What follows belongs to an exercise in optimizing a design on an open flow for small area; a production flow would make more cautious choices. Only simulation tests tie the RTL to the original design; equivalence was not proved. The clock port is modelled as an ideal driver; clocking choices that lean on that would not hold on a real chip. Power is estimated from default activity; no workload was simulated.

run a:
==> flow/design.v (excerpt) <==
module SDRAM_arbit(
    input                   sysclk_100M         ,
    input                   rst_n               ,
    output                  CKE                 ,
    output                  cs_n                ,
    output  reg             ras_n               ,
    output  reg             cas_n               ,
    output  reg             we_n                ,
    output          [12:0]  addr                ,
    output          [ 1:0]  ba                  ,
    output          [ 1:0]  dqm                 ,
    output          [15:0]  dq_o                ,
    output                  dq_oe               ,
    input           [15:0]  dq_i                ,
    input                   write_trig          ,
    output                  write_data_vld      ,
    input           [15:0]  w_dq                ,
    input                   read_trig           ,
    output                  read_data_vld       ,
    output          [15:0]  r_dq                ,
    output                  write_end
);
localparam  P_INIT  = 4'b0000,
            P_ARBI  = 4'b0001,       
            P_ARBF  = 4'b0010,       
  ...
clock: 10.0 ns
lec_check: 0
cap_margin: 20
core_margin: 2
core_utilization: 40
slew_margin: 20
standard.sh (not shown) runs the stock make flow with config.mk's settings and CLKGATE_MAP_FILE= SYNTH_SCRIPT=/design/flow/synth_recipe.tcl, a recipe that flattens the netlist after the stock synthesis.
==> flow/flow/run.sh <==
#!/bin/bash
# Layout: the standard ORFS flow (standard.sh, standard synthesis unchanged) with three
# changes: the clock tree is built by flow/clock_tree.tcl (the clock port drives four
# clkbuf_8, one per quadrant of the flip-flops) in place of TritonCTS's H-tree; the port
# buffers use the smallest buffer cell; and the constant outputs keep the synthesis's two
# tie cells instead of one tie cell each. Each tool's output stays in orfs/logs;
# standard.sh's own output goes to standard.log.
set -euo pipefail
cd "$(dirname "$0")/.."
export PRE_CTS_TCL="$PWD/flow/clock_tree.tcl"
export CTS_ARGS="-sink_clustering_enable -repair_clock_nets -buf_list sky130_fd_sc_hd__clkbuf_8 -dont_use_dummy_load"
export BUFFER_PORTS_ARGS="-buffer_cell sky130_fd_sc_hd__buf_1"
export SKIP_REPAIR_TIE_FANOUT=1
bash standard.sh > standard.log 2>&1
Other scripts of this flow, unchanged in this note and not shown: flow/flow/clock_tree.tcl
The following lists how run b was set up differently from run a:
--- a/flow/design.v
+++ b/flow/design.v
@@ -123,52 +123,50 @@
 end
 wire        flag_nx = (arb & ~ref_req & (g_rd | g_wr)) ? g_wr : flag;
 wire [3:0]  wc_nx   = (s_xfer & ~x_last) ? wc + 4'd1 : 4'd0;
 wire [5:0]  wcol_nx = wcol + {5'd0, w_b7};
 wire [9:0]  dcnt_nx = (ref0 | (init & d_zero)) ? (init ? L_INIT_RELOAD : L_REF_RELOAD) :
                       d_zero ? 10'd0 : {dcnt[8:0], dcnt[9] ^ dcnt[6]};
+always @(posedge sysclk_100M)
+    wc <= wc_nx;
+always @(posedge sysclk_100M) begin
+    wrow <= ((w_frame | init) ? 11'd0 : wrow) + {10'd0, w_rowend & ~w_lastrow};
+    rrow <= ((r_frame | init) ? 11'd0 : rrow) + {10'd0, r_rowend & ~r_lastrow};
+end
 always @(posedge sysclk_100M or negedge rst_n) begin
     if (!rst_n) begin
         ph     <= P_INIT;
         flag   <= 1'b0;
-        wc     <= 4'd0;
         dcnt   <= L_INIT_FIRST;
         wstat  <= 1'b0;
         rstat  <= 1'b0;
         wtd    <= 1'b0;
         rtd    <= 1'b0;
         wt1    <= 1'b0;
         rt1    <= 1'b0;
         wend_q <= 1'b0;
         rend_q <= 1'b1;
         wcol   <= 6'd0;
-        wrow   <= 11'd0;
         wbank  <= 1'b0;
         rcol   <= 6'd0;
-        rrow   <= 11'd0;
         rbank  <= 1'b0;
     end else begin
         ph     <= ph_nx;
         flag   <= flag_nx;
-        wc     <= wc_nx;
         dcnt   <= dcnt_nx;
         wstat  <= (s_pre1 & wr)  ? ~wend_q : (wstat | wtd);
         rstat  <= (s_pre1 & ~wr) ? ~rend_q : (rstat | rtd);
         wt1    <= write_trig;
         rt1    <= read_trig;
         wtd    <= wt1;
         rtd    <= rt1;
         wend_q <= wend_c;
         rend_q <= rend_c;
         wcol   <= wcol_nx;
-        if (w_rowend)
-            wrow <= w_lastrow ? 11'd0 : wrow + 11'd1;
         wbank  <= w_bank_c;
         rcol   <= rcol + {5'd0, rc11 | (init & (d_zero | (d_one & rcol63)))};
-        if (r_rowend)
-            rrow <= r_lastrow ? 11'd0 : rrow + 11'd1;
         rbank  <= r_bank_c;
     end
 end
 wire nx_xfer = ph_nx[3] & ph_nx[2] & ~ph_nx[1];
 wire nx_act  = ph_nx[3] & ~ph_nx[2] & ph_nx[1];
 assign dq_oe          = ph_nx[3] & flag_nx;
Notes after the runs:
- Compared run b vs run a, and achievable frequency is down in run b.
- Maximum resistive drop on vdd (lower): run b
- Run b vs run a: final design utilization up
- Changes observed in run b relative to run a: combinational power share now smaller, routed wire length went down, register cell area after layout now smaller, overflow left after global routing now sits at about the same level, worst setup margin dropped 0.24 ns.
- Going from run a to run b, part of the cycle the worst path needs grows by 2.4 points.
- Compared with run a, run b ends up with less cell area.

---

violet:
The RTL this note starts from:
==> flow/design.v <==
module SDRAM_arbit(
    input                   sysclk_100M         ,
    input                   rst_n               ,
    output                  CKE                 ,
    output                  cs_n                ,
    output  reg             ras_n               ,
    output  reg             cas_n               ,
    output  reg             we_n                ,
    output          [12:0]  addr                ,
    output          [ 1:0]  ba                  ,
    output          [ 1:0]  dqm                 ,
    output          [15:0]  dq_o                ,
    output                  dq_oe               ,
    input           [15:0]  dq_i                ,
    input                   write_trig          ,
    output                  write_data_vld      ,
    input           [15:0]  w_dq                ,
    input                   read_trig           ,
    output                  read_data_vld       ,
    output          [15:0]  r_dq                ,
    output                  write_end
);
localparam  P_INIT  = 4'b0000,
            P_ARBI  = 4'b0001,       
            P_ARBF  = 4'b0010,       
            P_ARBS  = 4'b0011,       
            P_REF0  = 4'b0100,       
            P_REF   = 4'b0101,
            P_S0    = 4'b1000,       
            P_S1    = 4'b1001,
            P_A0    = 4'b1010,       
            P_A1    = 4'b1011,
            P_X     = 4'b1100,       
            P_P0    = 4'b1110,       
            P_P1    = 4'b1111;
localparam  ROW_LAST = 1440 - 1;
localparam  INIT_FIRST  = 10'd41;
localparam  INIT_RELOAD = 10'd316;
localparam  REF_RELOAD  = 10'd780;
reg  [3:0]  ph;
reg         flag;            
reg  [3:0]  wc;              
reg  [9:0]  dcnt;            
reg         rr_d;            
reg         wstat, rstat;    
reg         wtd, rtd;        
reg         wt1, rt1;        
reg         wend_q, rend_q;  
reg  [5:0]  wcol;            
reg  [10:0] wrow;
reg         wbank;
reg  [5:0]  rcol;            
reg  [10:0] rrow;
reg         rbank;
assign CKE   = 1'b1;
assign cs_n  = 1'b0;
assign dqm   = 2'b00;
assign dq_o  = w_dq;
assign r_dq  = dq_i;
wire init    = (ph == P_INIT);
wire arbi    = (ph == P_ARBI);
wire arb     = ~ph[3] & ~ph[2] & ph[1];             
wire ref0    = (ph == P_REF0);
wire in_ref  = ~ph[3] & ph[2];
wire sess    = ph[3];
wire s_act   = ph[3] & ~ph[2] & ph[1];
wire s_xfer  = ph[3] & ph[2] & ~ph[1];
wire s_pre0  = (ph == P_P0);
wire s_pre1  = (ph == P_P1);
wire wr      = flag;
wire d_hi0   = (dcnt[9:1] == 9'd0);
wire d_zero  = d_hi0 & ~dcnt[0];
wire d_one   = d_hi0 & dcnt[0];
wire ref_req = d_zero & ~ref0;
wire rcol63  = (rcol == 6'd63);
wire wc0     = (wc == 4'd0);
wire w_b7    = s_xfer & wr & (wc[2:0] == 3'd7);     
wire w_rowend = w_b7 & (wcol == 6'd63);
wire w_lastrow = (wrow == ROW_LAST);
wire w_frame = w_rowend & w_lastrow;
wire wend_c  = (s_xfer & wr & (wc[2:0] == 3'd6) & (wcol[4:0] == 5'd31)) | (~(s_act & wr) & wend_q);
wire w_bank_c = wbank ^ w_frame;
wire rc11    = (wc == 4'd11);                       
wire rc9     = (wc == 4'd9);
wire r_rowend = rc11 & rcol63;
wire r_lastrow = (rrow == ROW_LAST);
wire r_frame = r_rowend & r_lastrow;
wire rend_c  = (rc9 & (rcol[4:0] == 5'd31)) | (~(s_act & ~wr) & rend_q);
wire r_bank_c = r_frame ? ~wbank : rbank;
wire both    = wstat & rstat & wend_q & rend_q;
wire g_rd    = both ? flag : (~(wstat & rend_q) & rstat & wend_q);
wire g_wr    = both ? ~flag : (wstat & rend_q);
wire x_last  = w_b7 | rc11;                         
wire x_stop  = x_last & (rr_d | (wr ? (wend_q | w_rowend) : rend_q));
reg  [3:0]  ph_nx;
always @(*) begin
    if (init)
        ph_nx = (d_one & rcol63) ? P_ARBI : P_INIT;
    else if (arbi)
        ph_nx = P_REF0;
    else if (arb)
        ph_nx = ref_req ? P_REF0 : (g_rd | g_wr) ? P_S0 : ph;
    else if (ref0)
        ph_nx = P_REF;
    else if (in_ref)
        ph_nx = (dcnt[2:0] == 3'b110) ? P_ARBF : P_REF;
    else if (s_xfer)
        ph_nx = x_stop ? P_P0 : P_X;
    else if (s_pre1)
        ph_nx = P_ARBS;
    else if (ph == P_A1)
        ph_nx = P_X;
    else
        ph_nx = ph + 4'd1;      
end
wire        flag_nx = (arb & ~ref_req & (g_rd | g_wr)) ? g_wr : flag;
wire [3:0]  wc_nx   = (s_xfer & ~x_last) ? wc + 4'd1 : 4'd0;
wire [5:0]  wcol_nx = w_b7 ? wcol + 6'd1 : wcol;
wire [9:0]  dcnt_nx = (ref0 | (init & d_zero)) ? (init ? INIT_RELOAD : REF_RELOAD) :
                      d_zero ? dcnt : dcnt - 10'd1;
always @(posedge sysclk_100M or negedge rst_n) begin
    if (!rst_n) begin
        ph     <= P_INIT;
        flag   <= 1'b0;
        wc     <= 4'd0;
        dcnt   <= INIT_FIRST + 10'd1;
        rr_d   <= 1'b0;
        wstat  <= 1'b0;
        rstat  <= 1'b0;
        wtd    <= 1'b0;
        rtd    <= 1'b0;
        wt1    <= 1'b0;
        rt1    <= 1'b0;
        wend_q <= 1'b0;
        rend_q <= 1'b1;
        wcol   <= 6'd0;
        wrow   <= 11'd0;
        wbank  <= 1'b0;
        rcol   <= 6'd0;
        rrow   <= 11'd0;
        rbank  <= 1'b0;
    end else begin
        ph     <= ph_nx;
        flag   <= flag_nx;
        wc     <= wc_nx;
        dcnt   <= dcnt_nx;
        rr_d   <= ref_req;
        wstat  <= (s_pre1 & wr)  ? ~wend_q : (wstat | wtd);
        rstat  <= (s_pre1 & ~wr) ? ~rend_q : (rstat | rtd);
        wt1    <= write_trig;
        rt1    <= read_trig;
        wtd    <= wt1;
        rtd    <= rt1;
        wend_q <= wend_c;
        rend_q <= rend_c;
        wcol   <= wcol_nx;
        if (w_rowend)
            wrow <= w_lastrow ? 11'd0 : wrow + 11'd1;
        wbank  <= w_bank_c;
        if (rc11 | (init & (d_zero | (d_one & rcol63))))
            rcol <= rcol + 6'd1;
        if (r_rowend)
            rrow <= r_lastrow ? 11'd0 : rrow + 11'd1;
        rbank  <= r_bank_c;
    end
end
wire nx_xfer = ph_nx[3] & ph_nx[2] & ~ph_nx[1];
wire nx_act  = ph_nx[3] & ~ph_nx[2] & ph_nx[1];
assign dq_oe          = ph_nx[3] & flag_nx;
assign write_data_vld = nx_xfer & flag_nx;
assign read_data_vld  = nx_xfer & ~flag_nx & (wc_nx[3] | wc_nx[2]);
assign write_end      = (nx_xfer & flag_nx & (wc_nx[2:0] == 3'd6) & (wcol_nx[4:0] == 5'd31)) |
                        (~(nx_act & flag_nx) & wend_c);
reg  [10:0] addr_c;
reg         ba_c;
always @(*) begin
    {ras_n, cas_n, we_n} = 3'b111;
    addr_c = 11'h400;
    ba_c   = 1'b0;
    if (init) begin
        if (rcol63 & (dcnt == 10'd10)) {ras_n, cas_n, we_n} = 3'b010;
        if (rcol63 & (dcnt == 10'd8))  {ras_n, cas_n, we_n} = 3'b001;
        if (rcol63 & d_one) begin
            {ras_n, cas_n, we_n} = 3'b000;
            addr_c = 11'h033;
        end
    end else if (arbi) begin
        addr_c = 11'h033;
    end else if (in_ref | (ph == P_ARBF)) begin
        if (in_ref & (dcnt[2:0] == 3'b100)) {ras_n, cas_n, we_n} = 3'b001;
        addr_c = 11'd0;
    end else begin
        if (ph == P_A0) {ras_n, cas_n, we_n} = 3'b011;
        if (s_xfer & wc0) {ras_n, cas_n, we_n} = {2'b10, ~wr};
        if (s_pre0) {ras_n, cas_n, we_n} = 3'b010;
        if (s_act)
            addr_c = wr ? wrow : rrow;
        else if (wr)
            addr_c = {s_pre0, 1'b0, wcol, wc[2:0]};
        else if (s_xfer)
            addr_c = {2'b00, rcol, 3'b000};
        ba_c = wr ? w_bank_c : r_bank_c;
    end
end
assign addr = {2'b00, addr_c};
assign ba   = {ba_c, 1'b0};
endmodule
export LEC_CHECK = 0
export CAP_MARGIN = 20
export CORE_MARGIN = 2
export CORE_UTILIZATION = 40
export SLEW_MARGIN = 20
create_clock -name core_clock -period 10.0 [get_ports {sysclk_100M}]
==> flow/flow/run.sh <==
#!/bin/bash
# Layout: the standard ORFS flow (standard.sh, standard synthesis unchanged) with two
# changes: the clock tree is built from clkbuf_8 without dummy loads, and the port buffers
# use the smallest buffer cell. Each tool's output stays in orfs/logs; standard.sh's own
# output goes to standard.log.
set -euo pipefail
cd "$(dirname "$0")/.."
export CTS_ARGS="-sink_clustering_enable -repair_clock_nets -buf_list sky130_fd_sc_hd__clkbuf_8 -dont_use_dummy_load"
export BUFFER_PORTS_ARGS="-buffer_cell sky130_fd_sc_hd__buf_1"
bash standard.sh > standard.log 2>&1
For sierra, these inputs were changed with respect to violet:
-- flow/design.v --
<<< violet, line 42
reg  [3:0]  wc;              
reg  [9:0]  dcnt;            
reg         rr_d;            
reg         wstat, rstat;    
reg         wtd, rtd;        
>>> sierra, line 42
reg  [3:0]  wc;              
reg  [9:0]  dcnt;            
reg         wstat, rstat;    
reg         wtd, rtd;        
<<< violet, line 72
wire d_zero  = d_hi0 & ~dcnt[0];
wire d_one   = d_hi0 & dcnt[0];
wire ref_req = d_zero & ~ref0;
wire rcol63  = (rcol == 6'd63);
wire wc0     = (wc == 4'd0);
wire w_b7    = s_xfer & wr & (wc[2:0] == 3'd7);     
wire w_rowend = w_b7 & (wcol == 6'd63);
wire w_lastrow = (wrow == ROW_LAST);
wire w_frame = w_rowend & w_lastrow;
wire wend_c  = (s_xfer & wr & (wc[2:0] == 3'd6) & (wcol[4:0] == 5'd31)) | (~(s_act & wr) & wend_q);
>>> sierra, line 71
wire d_zero  = d_hi0 & ~dcnt[0];
wire d_one   = d_hi0 & dcnt[0];
wire d_ones  = &dcnt;                
wire ref_req = (d_zero | d_ones) & ~ref0;
wire rcol63  = (rcol == 6'd63);
wire wc0     = (wc == 4'd0);
wire w_b7    = s_xfer & wr & (wc[2:0] == 3'd7);     
wire w_rowend = w_b7 & (wcol == 6'd63);
wire w_lastrow = ((wrow & ROW_LAST) == ROW_LAST);    
wire w_frame = w_rowend & w_lastrow;
wire wend_c  = (s_xfer & wr & (wc[2:0] == 3'd6) & (wcol[4:0] == 5'd31)) | (~(s_act & wr) & wend_q);
<<< violet, line 84
wire rc9     = (wc == 4'd9);
wire r_rowend = rc11 & rcol63;
wire r_lastrow = (rrow == ROW_LAST);
wire r_frame = r_rowend & r_lastrow;
wire rend_c  = (rc9 & (rcol[4:0] == 5'd31)) | (~(s_act & ~wr) & rend_q);
>>> sierra, line 84
wire rc9     = (wc == 4'd9);
wire r_rowend = rc11 & rcol63;
wire r_lastrow = ((rrow & ROW_LAST) == ROW_LAST);
wire r_frame = r_rowend & r_lastrow;
wire rend_c  = (rc9 & (rcol[4:0] == 5'd31)) | (~(s_act & ~wr) & rend_q);
<<< violet, line 92
wire g_wr    = both ? ~flag : (wstat & rend_q);
wire x_last  = w_b7 | rc11;                         
wire x_stop  = x_last & (rr_d | (wr ? (wend_q | w_rowend) : rend_q));
reg  [3:0]  ph_nx;
always @(*) begin
>>> sierra, line 92
wire g_wr    = both ? ~flag : (wstat & rend_q);
wire x_last  = w_b7 | rc11;                         
wire x_stop  = x_last & (d_ones | (wr ? (wend_q | w_rowend) : rend_q));
reg  [3:0]  ph_nx;
always @(*) begin
<<< violet, line 109
    else if (s_pre1)
        ph_nx = P_ARBS;
    else if (ph == P_A1)
        ph_nx = P_X;
    else
        ph_nx = ph + 4'd1;      
>>> sierra, line 109
    else if (s_pre1)
        ph_nx = P_ARBS;
    else
        ph_nx = ph + 4'd1;      
<<< violet, line 118
wire [5:0]  wcol_nx = w_b7 ? wcol + 6'd1 : wcol;
wire [9:0]  dcnt_nx = (ref0 | (init & d_zero)) ? (init ? INIT_RELOAD : REF_RELOAD) :
                      d_zero ? dcnt : dcnt - 10'd1;
always @(posedge sysclk_100M or negedge rst_n) begin
    if (!rst_n) begin
>>> sierra, line 116
wire [5:0]  wcol_nx = w_b7 ? wcol + 6'd1 : wcol;
wire [9:0]  dcnt_nx = (ref0 | (init & d_zero)) ? (init ? INIT_RELOAD : REF_RELOAD) :
                      d_ones ? dcnt : dcnt - 10'd1;
always @(posedge sysclk_100M or negedge rst_n) begin
    if (!rst_n) begin
<<< violet, line 125
        wc     <= 4'd0;
        dcnt   <= INIT_FIRST + 10'd1;
        rr_d   <= 1'b0;
        wstat  <= 1'b0;
        rstat  <= 1'b0;
>>> sierra, line 123
        wc     <= 4'd0;
        dcnt   <= INIT_FIRST + 10'd1;
        wstat  <= 1'b0;
        rstat  <= 1'b0;
<<< violet, line 145
        wc     <= wc_nx;
        dcnt   <= dcnt_nx;
        rr_d   <= ref_req;
        wstat  <= (s_pre1 & wr)  ? ~wend_q : (wstat | wtd);
        rstat  <= (s_pre1 & ~wr) ? ~rend_q : (rstat | rtd);
>>> sierra, line 142
        wc     <= wc_nx;
        dcnt   <= dcnt_nx;
        wstat  <= (s_pre1 & wr)  ? ~wend_q : (wstat | wtd);
        rstat  <= (s_pre1 & ~wr) ? ~rend_q : (rstat | rtd);
Notes after the runs:
Summary of sierra over violet: fraction of standard cell area in multi-input logic now larger; register-to-register setup slack up 0.02 ns. sierra vs. violet: sequential cell count went down by 1, area after synthesis went down by about 2%, area of placed instances fell by about 1.3%, post-synthesis instance total went down about 0.6%. Comparing sierra and violet, the higher setup slack was measured on sierra. Run comparison: sierra commonest non-fill, non-tap cell in the layout nand2_1; violet commonest non-fill, non-tap cell in the layout dfrtp_1. As of sierra, average size of a mapped cell had fallen slightly compared to violet. sierra — worst slew slack as a fraction of its limit 3.2 points lower, violet as reference. Fmax | sierra vs violet | sierra faster. violet -> sierra: worst hold margin flat. Footprint of the flip-flops and latches was higher in the run labelled violet. Looking at global-route total usage across every layer, sierra sits 0.65 points below violet.

## re-timing with driven ports
No port has a modelled driver above. Below, the same layouts with a new extraction and two added sets of constraints.
Step 1 assumes that a clkbuf_16 drives the clock port and a buf_2 every other input.
Step 2 adds t to the input delays and takes it off the output delays; t is the mean of the earliest and latest rising clock arrival at the registers after step 1. Input paths then give back, and output paths get back, about the clock's delay inside the block.
a / b / c = no drivers / after step 1 / after step 2; a / b = the first two.
| run | shift t [ns] | setup slack, ns | worst setup path at the end | latest minus earliest clock arrival (ns) | worst slew at a driven data input, ns |
|---|---|---|---|---|---|
| run a | 0.222 | 5.199 / 5.130 / 5.352 | register to output | 0.012 / 0.012 | 0.07 |
| run b | 0.224 | 4.961 / 4.895 / 5.120 | register to output | 0.023 / 0.023 | 0.07 |
| violet | 0.366 | 4.956 / 4.921 / 5.288 | register to output | 0.019 / 0.019 | 0.07 |
| sierra | 0.363 | 4.976 / 4.945 / 5.308 | register to output | 0.030 / 0.029 | 0.07 |
After both steps setup and hold are still met in every run listed.
